What follows belongs to an exercise in optimizing a design on an open flow for small area and a short achievable clock period; a production flow would make more cautious choices. Where RTL was checked, it was by simulation tests only, not by an equivalence proof against the original. No activity file was given, so power comes from the tool's default toggle rates.

## chronos_ex
module chronos_ex (
	input clk,
	input rst,               
	input in_valid,
	input [31:0] inst,
	input [31:0] pc,
	input [31:0] rs1_data,
	input [31:0] rs2_data,
	output reg out_valid,
	output reg [31:0] result,
	output reg br_taken,
	output reg [31:0] br_target,
	output [31:0] mem_wdata,
	output [3:0] mem_wmask
);
Size in the first run: about 240 flip-flops, roughly 230 I/O pins, ~0.012 sq mm of cells after synthesis.
make LEC_CHECK=0 CAP_MARGIN=20 CORE_MARGIN=2 CORE_UTILIZATION=40 SETUP_SLACK_MARGIN=2.5 SLEW_MARGIN=20 finish   # period 5.5 ns
run.sh (not shown) runs the stock make flow with config.mk's settings and CLKGATE_MAP_FILE= SYNTH_SCRIPT=/design/flow/synth_recipe.tcl, a recipe that flattens the netlist after the stock synthesis.
Change:
==> flow/flow/run.sh (new file) <==
#!/bin/bash
# Own layout flow: the standard layout (standard.sh, standard synthesis
# unchanged), except that buffer_ports gives every port a buf_1 buffer.
# make's full output goes to standard.log; each ORFS step logs under orfs/logs/.
set -euo pipefail
export BUFFER_PORTS_ARGS="-buffer_cell sky130_fd_sc_hd__buf_1"
bash standard.sh > standard.log 2>&1
==> flow/standard.sh (new file) <==
#!/bin/bash
# synth_recipe.tcl (not shown) runs the flow's synth.tcl, then flattens the netlist and writes it again
# the make line also repeats each setting of config.mk as NAME=value (left out here)
make -C /OpenROAD-flow-scripts/flow DESIGN_CONFIG=/design/flow/config.mk WORK_HOME=/design/flow/orfs CLKGATE_MAP_FILE= SYNTH_SCRIPT=/design/flow/synth_recipe.tcl "${@:-finish}"
CORE_UTILIZATION = 55   (was 40)
CTS_CLUSTER_DIAMETER = 80   (was not set)
CTS_CLUSTER_SIZE = 30   (was not set)
removed: flow/run.sh
Effect:
- cell count goes down by about 8%
- clock power shrinks by about 44%
- worst setup slack improved by 0.10 ns
- count of clock-buffer cells in the layout went down by 24
- sequential power hardly moves
- power drops by 20%
Change:
CORE_UTILIZATION = 40   (was 55)
CTS_CLUSTER_DIAMETER = not set   (was 80)
CTS_CLUSTER_SIZE = not set   (was 30)
SETUP_SLACK_MARGIN = 2.0   (was 2.5)
After rerunning:
- The changed run completed with no timing, DRC or antenna violations
- final cell count rises by about 7%
- final area rises by 3.9%
- worst setup slack gets worse by 0.31 ns
- fmax falls by 9.5%
- clock power rises by 74%
- die area rises by about 36%
- hold slack gets worse by 0.014 ns
- count of clock-buffer cells in the layout rises by 20
- utilization falls by 15 points
- register-to-register slack gets worse by 0.37 ns
- wire length rises by 4.5%
Change:
==> flow/run.sh (new file) <==
#!/bin/bash
# synth_recipe.tcl (not shown) runs the flow's synth.tcl, then flattens the netlist and writes it again
# the make line also repeats each setting of config.mk as NAME=value (left out here)
make -C /OpenROAD-flow-scripts/flow DESIGN_CONFIG=/design/flow/config.mk WORK_HOME=/design/flow/orfs CLKGATE_MAP_FILE= SYNTH_SCRIPT=/design/flow/synth_recipe.tcl finish
SETUP_SLACK_MARGIN = 3.2   (was 2.0)
removed: flow/flow/run.sh
removed: flow/standard.sh
Outcome: Die area does not change; hold slack barely changes; setup slack is better by 0.41 ns; cell area rose by 28%.
Change:
==> flow/flow/run.sh (new file) <==
#!/bin/bash
# Own layout flow: the standard layout (standard.sh, standard synthesis
# unchanged), except that buffer_ports gives every port a buf_1 buffer.
# make's full output goes to standard.log; each ORFS step logs under orfs/logs/.
set -euo pipefail
export BUFFER_PORTS_ARGS="-buffer_cell sky130_fd_sc_hd__buf_1"
bash standard.sh > standard.log 2>&1
==> flow/standard.sh (new file) <==
#!/bin/bash
# synth_recipe.tcl (not shown) runs the flow's synth.tcl, then flattens the netlist and writes it again
# the make line also repeats each setting of config.mk as NAME=value (left out here)
make -C /OpenROAD-flow-scripts/flow DESIGN_CONFIG=/design/flow/config.mk WORK_HOME=/design/flow/orfs CLKGATE_MAP_FILE= SYNTH_SCRIPT=/design/flow/synth_recipe.tcl "${@:-finish}"
SETUP_SLACK_MARGIN = 2.5   (was 3.2)
removed: flow/run.sh
=> Design area shrinks by 21%. Routed wire length shrinks by 15%. Die area is unchanged. Sequential share of layout area grows by 6.9 points.
Change:
--- a/flow/flow/run.sh
+++ b/flow/flow/run.sh
@@ -3 +3 @@
-# unchanged), except that buffer_ports gives every port a buf_1 buffer.
+# unchanged), except that buffer_ports gives every port a buf_2 buffer.
@@ -6 +6 @@
-export BUFFER_PORTS_ARGS="-buffer_cell sky130_fd_sc_hd__buf_1"
+export BUFFER_PORTS_ARGS="-buffer_cell sky130_fd_sc_hd__buf_2"
CTS_BUF_LIST = sky130_fd_sc_hd__clkbuf_4 sky130_fd_sc_hd__clkbuf_8   (was not set)
Non-clock buffer count fell by 2.
Clock power falls by a few percent.
Maximum frequency is about the same.
No run of this note included a check of the RTL's function; only the layout flow was run.

---

The RTL this note starts from:
==> flow/design.v <==
module decode_alu (
	input [31:0] inst,
	input [31:0] rs1,
	input [31:0] rs2,
	output [31:0] a,
	output [31:0] b,
	output [31:0] d,
	output [12:0] ctl
);
	wire [6:0] opc = inst[6:0];
	wire [2:0] f3 = inst[14:12];
	wire is_op    = opc == 7'b0110011;
	wire is_opimm = opc == 7'b0010011;
	wire is_lui   = opc == 7'b0110111;
	wire is_load  = opc == 7'b0000011;
	wire is_store = opc == 7'b0100011;
	wire is_br    = opc == 7'b1100011;
	wire is_alu   = is_op | is_opimm;
	wire is_sll   = is_alu & (f3 == 3'd1);
	wire is_sr    = is_alu & (f3 == 3'd5);
	wire is_slt   = is_alu & (f3[2:1] == 2'b01);
	wire do_sub   = is_op & (f3 == 3'd0) & inst[30];
	wire do_add   = (is_alu & (f3 == 3'd0)) | is_load | is_store | is_lui;
	wire sub = do_sub | is_slt | (is_br & f3[2]);
	wire [31:0] ar;
	genvar i;
	generate for (i = 0; i < 32; i = i + 1) begin : g_rev
		assign ar[i] = rs1[31 - i];
	end endgenerate
	assign a = is_sll ? ar : (rs1 & {32{~is_lui}});
	wire [31:0] iimm = {{20{inst[31]}}, inst[31:20]};
	wire [31:0] simm = {{20{inst[31]}}, inst[31:25], inst[11:7]};
	wire [31:0] bsel = is_lui ? {inst[31:12], 12'b0} :
	                   is_store ? simm :
	                   (is_opimm | is_load) ? iimm : rs2;
	assign b = bsel ^ {32{sub}};
	assign d = {rs2[31:16] & {16{f3 == 3'd2}}, rs2[15:8] & {8{f3 == 3'd1 || f3 == 3'd2}},
	            rs2[7:0] & {8{f3[2] == 1'b0 && f3[1:0] != 2'b11}}};
	wire is_xor = is_alu & (f3 == 3'd4);
	wire is_or  = is_alu & (f3 == 3'd6);
	wire is_and = is_alu & (f3 == 3'd7);
	wire br_x = is_br & (f3[2:1] == 2'b00);
	wire kp = do_add | is_xor | is_or | br_x;
	wire kg = is_or | is_and;
	wire en_lt = is_slt | (is_br & f3[2]);
	wire uns = is_br ? f3[1] : f3[0];
	wire ten = is_br & (f3[2:1] != 2'b01);
	wire inv = f3[0];
	wire arith = inst[30];
	wire [1:0] wk = ~is_store ? 2'd0 : (f3 == 3'd0) ? 2'd1 : (f3 == 3'd1) ? 2'd2 : (f3 == 3'd2) ? 2'd3 : 2'd0;
	assign ctl = {wk, arith, is_sr, is_sll, inv, ten, uns, en_lt, do_add, kg, kp, sub};
endmodule
module alu (
	input [31:0] a,
	input [31:0] b,
	input [10:0] ctl,
	output [31:0] alu_out,
	output taken
);
	wire sub = ctl[0];
	wire kp = ctl[1];
	wire kg = ctl[2];
	wire ce = ctl[3];
	wire en_lt = ctl[4];
	wire uns = ctl[5];
	wire ten = ctl[6];
	wire inv = ctl[7];
	wire kl = ctl[8];
	wire kr = ctl[9];
	wire arith = ctl[10];
	wire [31:0] p = a ^ b;
	wire [31:0] g = a & b;
	wire [32:0] c;
	prefix_carry #(.W(32)) pc0 (.p(p), .g(g), .ci(sub), .c(c));
	wire ltu = ~c[32];
	wire lt = uns ? ltu : (ltu ^ a[31] ^ ~b[31]);
	wire eq = ~|p;
	wire fill = arith & kr & a[31];
	wire [31:0] sr = $signed({fill, a}) >>> b[4:0];
	wire [31:0] sh;
	genvar i;
	generate for (i = 0; i < 32; i = i + 1) begin : g_sh
		assign sh[i] = (sr[i] & kr) | (sr[31 - i] & kl);
	end endgenerate
	wire [31:0] l = (p & {32{kp}}) | (g & {32{kg}});
	wire [31:0] r = (l ^ (c[31:0] & {32{ce}})) | sh;
	assign alu_out = {r[31:1], r[0] | (lt & en_lt)};
	assign taken = ten & ((en_lt ? lt : eq) ^ inv);
endmodule
module prefix_carry #(parameter W = 32) (
	input [W-1:0] p,
	input [W-1:0] g,
	input ci,
	output [W:0] c
);
	localparam L = (W > 16) ? 5 : (W > 8) ? 4 : (W > 4) ? 3 : (W > 2) ? 2 : 1;
	wire [W-1:0] gg [0:L];
	wire [W-1:0] pp [0:L];
	assign gg[0] = {g[W-1:1], g[0] | (p[0] & ci)};
	assign pp[0] = {p[W-1:1], 1'b0};
	genvar l, i;
	generate for (l = 0; l < L; l = l + 1) begin : g_lev
		for (i = 0; i < W; i = i + 1) begin : g_bit
			if ((i >> l) & 1) begin : g_op
				localparam integer J = ((i >> l) << l) - 1;
				assign gg[l+1][i] = gg[l][i] | (pp[l][i] & gg[l][J]);
				assign pp[l+1][i] = pp[l][i] & pp[l][J];
			end else begin : g_pass
				assign gg[l+1][i] = gg[l][i];
				assign pp[l+1][i] = pp[l][i];
			end
		end
	end endgenerate
	assign c = {gg[L], ci};
endmodule
module branch_gen (
	input [31:0] inst,
	input [31:0] pc,
	output [33:0] branch_lo      
);
	wire [11:0] bimm = {inst[31], inst[7], inst[30:25], inst[11:8]};
	wire [12:0] lo = {1'b0, pc[12:1]} + {1'b0, bimm};
	assign branch_lo = {bimm[11], lo[12], pc[31:13], lo[11:0], pc[0]};
endmodule
module branch_hi (
	input [33:0] branch_lo,
	output [31:0] branch_target
);
	wire sg = branch_lo[33];
	wire cy = branch_lo[32];
	wire [18:0] hi = branch_lo[31:13];
	wire [18:0] inc, dec;
	genvar i;
	generate for (i = 0; i < 19; i = i + 1) begin : g_id
		if (i == 0) begin : g0
			assign inc[i] = ~hi[i];
			assign dec[i] = ~hi[i];
		end else begin : gn
			assign inc[i] = hi[i] ^ (&hi[i-1:0]);
			assign dec[i] = hi[i] ^ ~(|hi[i-1:0]);
		end
	end endgenerate
	wire [18:0] hi_t = (cy == sg) ? hi : (cy ? inc : dec);
	assign branch_target = {hi_t, branch_lo[12:0]};
endmodule
module store_format (
	input [31:0] d,
	input [1:0] kind,       
	input [1:0] lane,
	output [31:0] write_data,
	output [3:0] write_mask
);
	assign write_data = d << {lane, 3'b000};
	wire [3:0] m = kind == 2'd1 ? 4'b0001 : kind == 2'd2 ? 4'b0011 : kind == 2'd3 ? 4'b1111 : 4'b0000;
	assign write_mask = kind == 2'd3 ? 4'b1111 : m << lane;
endmodule
module chronos_ex (
	input clk,
	input rst,               
	input in_valid,
	input [31:0] inst,
	input [31:0] pc,
	input [31:0] rs1_data,
	input [31:0] rs2_data,
	output reg out_valid,
	output reg [31:0] result,
	output reg br_taken,
	output reg [31:0] br_target,
	output [31:0] mem_wdata,
	output [3:0] mem_wmask
);
	wire [31:0] a_id, b_id, d_id;
	wire [12:0] ctl_id;
	decode_alu dec (
		.inst(inst), .rs1(rs1_data), .rs2(rs2_data),
		.a(a_id), .b(b_id), .d(d_id), .ctl(ctl_id));
	wire [33:0] tgt_id;
	branch_gen bgen (.inst(inst), .pc(pc), .branch_lo(tgt_id));
	reg v1;
	reg [31:0] a1, b1, d1;
	reg [33:0] tgt1;
	reg [12:0] ctl1;
	always @(posedge clk) begin
		v1 <= rst & in_valid;
		a1 <= a_id;
		b1 <= b_id;
		d1 <= d_id;
		tgt1 <= tgt_id;
		ctl1 <= ctl_id;
	end
	wire [31:0] alu_out;
	wire taken;
	alu _alu (.a(a1), .b(b1), .ctl(ctl1[10:0]), .alu_out(alu_out), .taken(taken));
	wire [31:0] tgt2;
	branch_hi bhi (.branch_lo(tgt1), .branch_target(tgt2));
	reg [31:0] d_q;
	reg [1:0] sk_q;
	always @(posedge clk) begin
		out_valid <= rst & v1;
		result <= alu_out;
		br_taken <= taken;
		br_target <= tgt2;
		d_q <= d1;
		sk_q <= ctl1[12:11];
	end
	store_format sf (.d(d_q), .kind(sk_q), .lane(result[1:0]),
		.write_data(mem_wdata), .write_mask(mem_wmask));
endmodule
==> flow/config.mk <==
export PLATFORM = sky130hd
export DESIGN_NAME = chronos_ex
export DESIGN_NICKNAME = chronos_ex
export VERILOG_FILES = /design/flow/design.v
export SDC_FILE = /design/flow/constraint.sdc
export NUM_CORES = 4
export LEC_CHECK = 0
export ABC_AREA = 1
export CAP_MARGIN = 20
export CORE_MARGIN = 2
export CORE_UTILIZATION = 55
export CTS_CLUSTER_DIAMETER = 80
export CTS_CLUSTER_SIZE = 30
export SETUP_SLACK_MARGIN = 2.5
export SLEW_MARGIN = 20
==> flow/constraint.sdc <==
create_clock -name core_clock -period 5.5 [get_ports {clk}]
set_input_delay 1.1000 -clock core_clock [delete_from_list [all_inputs] [get_ports {clk}]]
set_output_delay 1.1000 -clock core_clock [all_outputs]
set_load 0.01 [all_outputs]
standard.sh (not shown) runs the stock make flow with config.mk's settings and CLKGATE_MAP_FILE= SYNTH_SCRIPT=/design/flow/synth_recipe.tcl, a recipe that flattens the netlist after the stock synthesis.
==> flow/flow/run.sh <==
#!/bin/bash
# Own layout flow: the standard layout (standard.sh, standard synthesis
# unchanged), except that buffer_ports gives every port a buf_1 buffer.
# make's full output goes to standard.log; each ORFS step logs under orfs/logs/.
set -euo pipefail
export BUFFER_PORTS_ARGS="-buffer_cell sky130_fd_sc_hd__buf_1"
bash standard.sh > standard.log 2>&1
Next try:
--- a/flow/config.mk
+++ b/flow/config.mk
@@ -6,5 +6,4 @@
 export NUM_CORES = 4
 export LEC_CHECK = 0
-export ABC_AREA = 1
 export CAP_MARGIN = 20
 export CORE_MARGIN = 2
@@ -12,4 +11,4 @@
 export CTS_CLUSTER_DIAMETER = 80
 export CTS_CLUSTER_SIZE = 30
-export SETUP_SLACK_MARGIN = 2.5
+export SETUP_SLACK_MARGIN = 2.7
 export SLEW_MARGIN = 20
The new run completed with no timing, DRC or antenna violations.
Setup slack gets better by 0.11 ns.
Register-to-register slack is better by 0.03 ns.
Final cell count falls by 14%.
Next try:
--- a/flow/config.mk
+++ b/flow/config.mk
@@ -6,9 +6,10 @@
 export NUM_CORES = 4
 export LEC_CHECK = 0
-export CAP_MARGIN = 20
+export CAP_MARGIN = 0
 export CORE_MARGIN = 2
 export CORE_UTILIZATION = 55
-export CTS_CLUSTER_DIAMETER = 80
-export CTS_CLUSTER_SIZE = 30
+export CTS_BUF_LIST = sky130_fd_sc_hd__clkbuf_8 sky130_fd_sc_hd__clkbuf_16
+export CTS_CLUSTER_DIAMETER = 60
+export CTS_CLUSTER_SIZE = 24
 export SETUP_SLACK_MARGIN = 2.7
-export SLEW_MARGIN = 20
+export SLEW_MARGIN = 0
Wire length rises by 0.69%.
Utilization rises by 1.3 points.
Critical path depth rises by 5.
Register-to-register slack hardly moves.
Cell count rises by 0.70%.
Next try:
==> flow/config.mk (replaced) <==
export PLATFORM = sky130hd
export DESIGN_NAME = chronos_ex
export DESIGN_NICKNAME = chronos_ex
export VERILOG_FILES = /design/flow/design.v
export SDC_FILE = /design/flow/constraint.sdc
export NUM_CORES = 4
export LEC_CHECK = 0
export CAP_MARGIN = 20
export CORE_MARGIN = 2
export CORE_UTILIZATION = 70
export CTS_CLUSTER_DIAMETER = 80
export CTS_CLUSTER_SIZE = 30
export PLACE_DENSITY = 0.8
export SETUP_SLACK_MARGIN = 2.5
export SLEW_MARGIN = 20
- sequential power hardly moves
- synthesized area stays the same
- final cell count shrinks by 5.2%
- hold slack improves by 0.011 ns
Next try:
--- a/flow/config.mk
+++ b/flow/config.mk
@@ -8,8 +8,7 @@
 export CAP_MARGIN = 20
 export CORE_MARGIN = 2
-export CORE_UTILIZATION = 70
+export CORE_UTILIZATION = 55
 export CTS_CLUSTER_DIAMETER = 80
 export CTS_CLUSTER_SIZE = 30
-export PLACE_DENSITY = 0.8
 export SETUP_SLACK_MARGIN = 2.5
 export SLEW_MARGIN = 20
Power grows slightly.
Cell count grows by a few percent.
Worst hold slack is better by 0.0034 ns.
Setup slack is better by 0.011 ns.
Area after synthesis stays the same.
Core utilization shrinks by 16 points.
Global-route usage shrinks by 7.5 points.
Final area grows slightly.
Clock-buffer cell count grows by 1.

port drivers added, routing unchanged:
The results above use ideal ports. As a check the final layouts listed here were re-extracted and re-timed, cells and wires unchanged. Step 1 assumes that a clkbuf_16 drives the clock port and a buf_2 every other input. Step 2 times the ports against the registers' clock, not the clock port: input delays grow and output delays shrink by t, the midpoint of the rising clock arrivals with the driver on. Slacks: ideal / step 1 / step 2; pairs: ideal / step 1.
run	t, ns	setup slack, ns	worst hold slack (ns)	worst register clock-pin slew, ns	worst slew at a driven data input, ns
the first run of note 1	0.589	2.491 / 2.443 / 2.020	0.321 / 0.321 / 0.321	0.06 / 0.06	0.07
the second run of note 1	0.522	2.592 / 2.543 / 2.150	0.334 / 0.334 / 0.334	0.11 / 0.11	0.06
the third run of note 1	0.596	2.285 / 2.274 / 1.907	0.320 / 0.320 / 0.320	0.06 / 0.06	0.06
the fourth run of note 1	0.600	2.696 / 2.644 / 2.534	0.319 / 0.319 / 0.319	0.06 / 0.06	0.07
the fifth run of note 1	0.595	2.585 / 2.537 / 2.143	0.319 / 0.319 / 0.319	0.06 / 0.06	0.06
the sixth run of note 1	0.584	2.581 / 2.586 / 2.022	0.320 / 0.320 / 0.320	0.06 / 0.06	0.06
the first run of note 2	0.521	2.620 / 2.570 / 2.180	0.334 / 0.334 / 0.334	0.11 / 0.11	0.05
the second run of note 2	0.519	2.727 / 2.680 / 2.301	0.335 / 0.335 / 0.335	0.11 / 0.11	0.06
the third run of note 2	0.563	2.720 / 2.695 / 2.279	0.320 / 0.320 / 0.320	0.09 / 0.09	0.06
the fourth run of note 2	0.526	2.581 / 2.532 / 2.138	0.330 / 0.330 / 0.330	0.11 / 0.11	0.05
the fifth run of note 2	0.522	2.592 / 2.543 / 2.150	0.334 / 0.334 / 0.334	0.11 / 0.11	0.06
After both steps setup and hold are still met in every run listed. The setup slack of the sixth run of note 1, which loses most, moves by +0.005 ns with the drivers and by -0.559 ns with both steps.
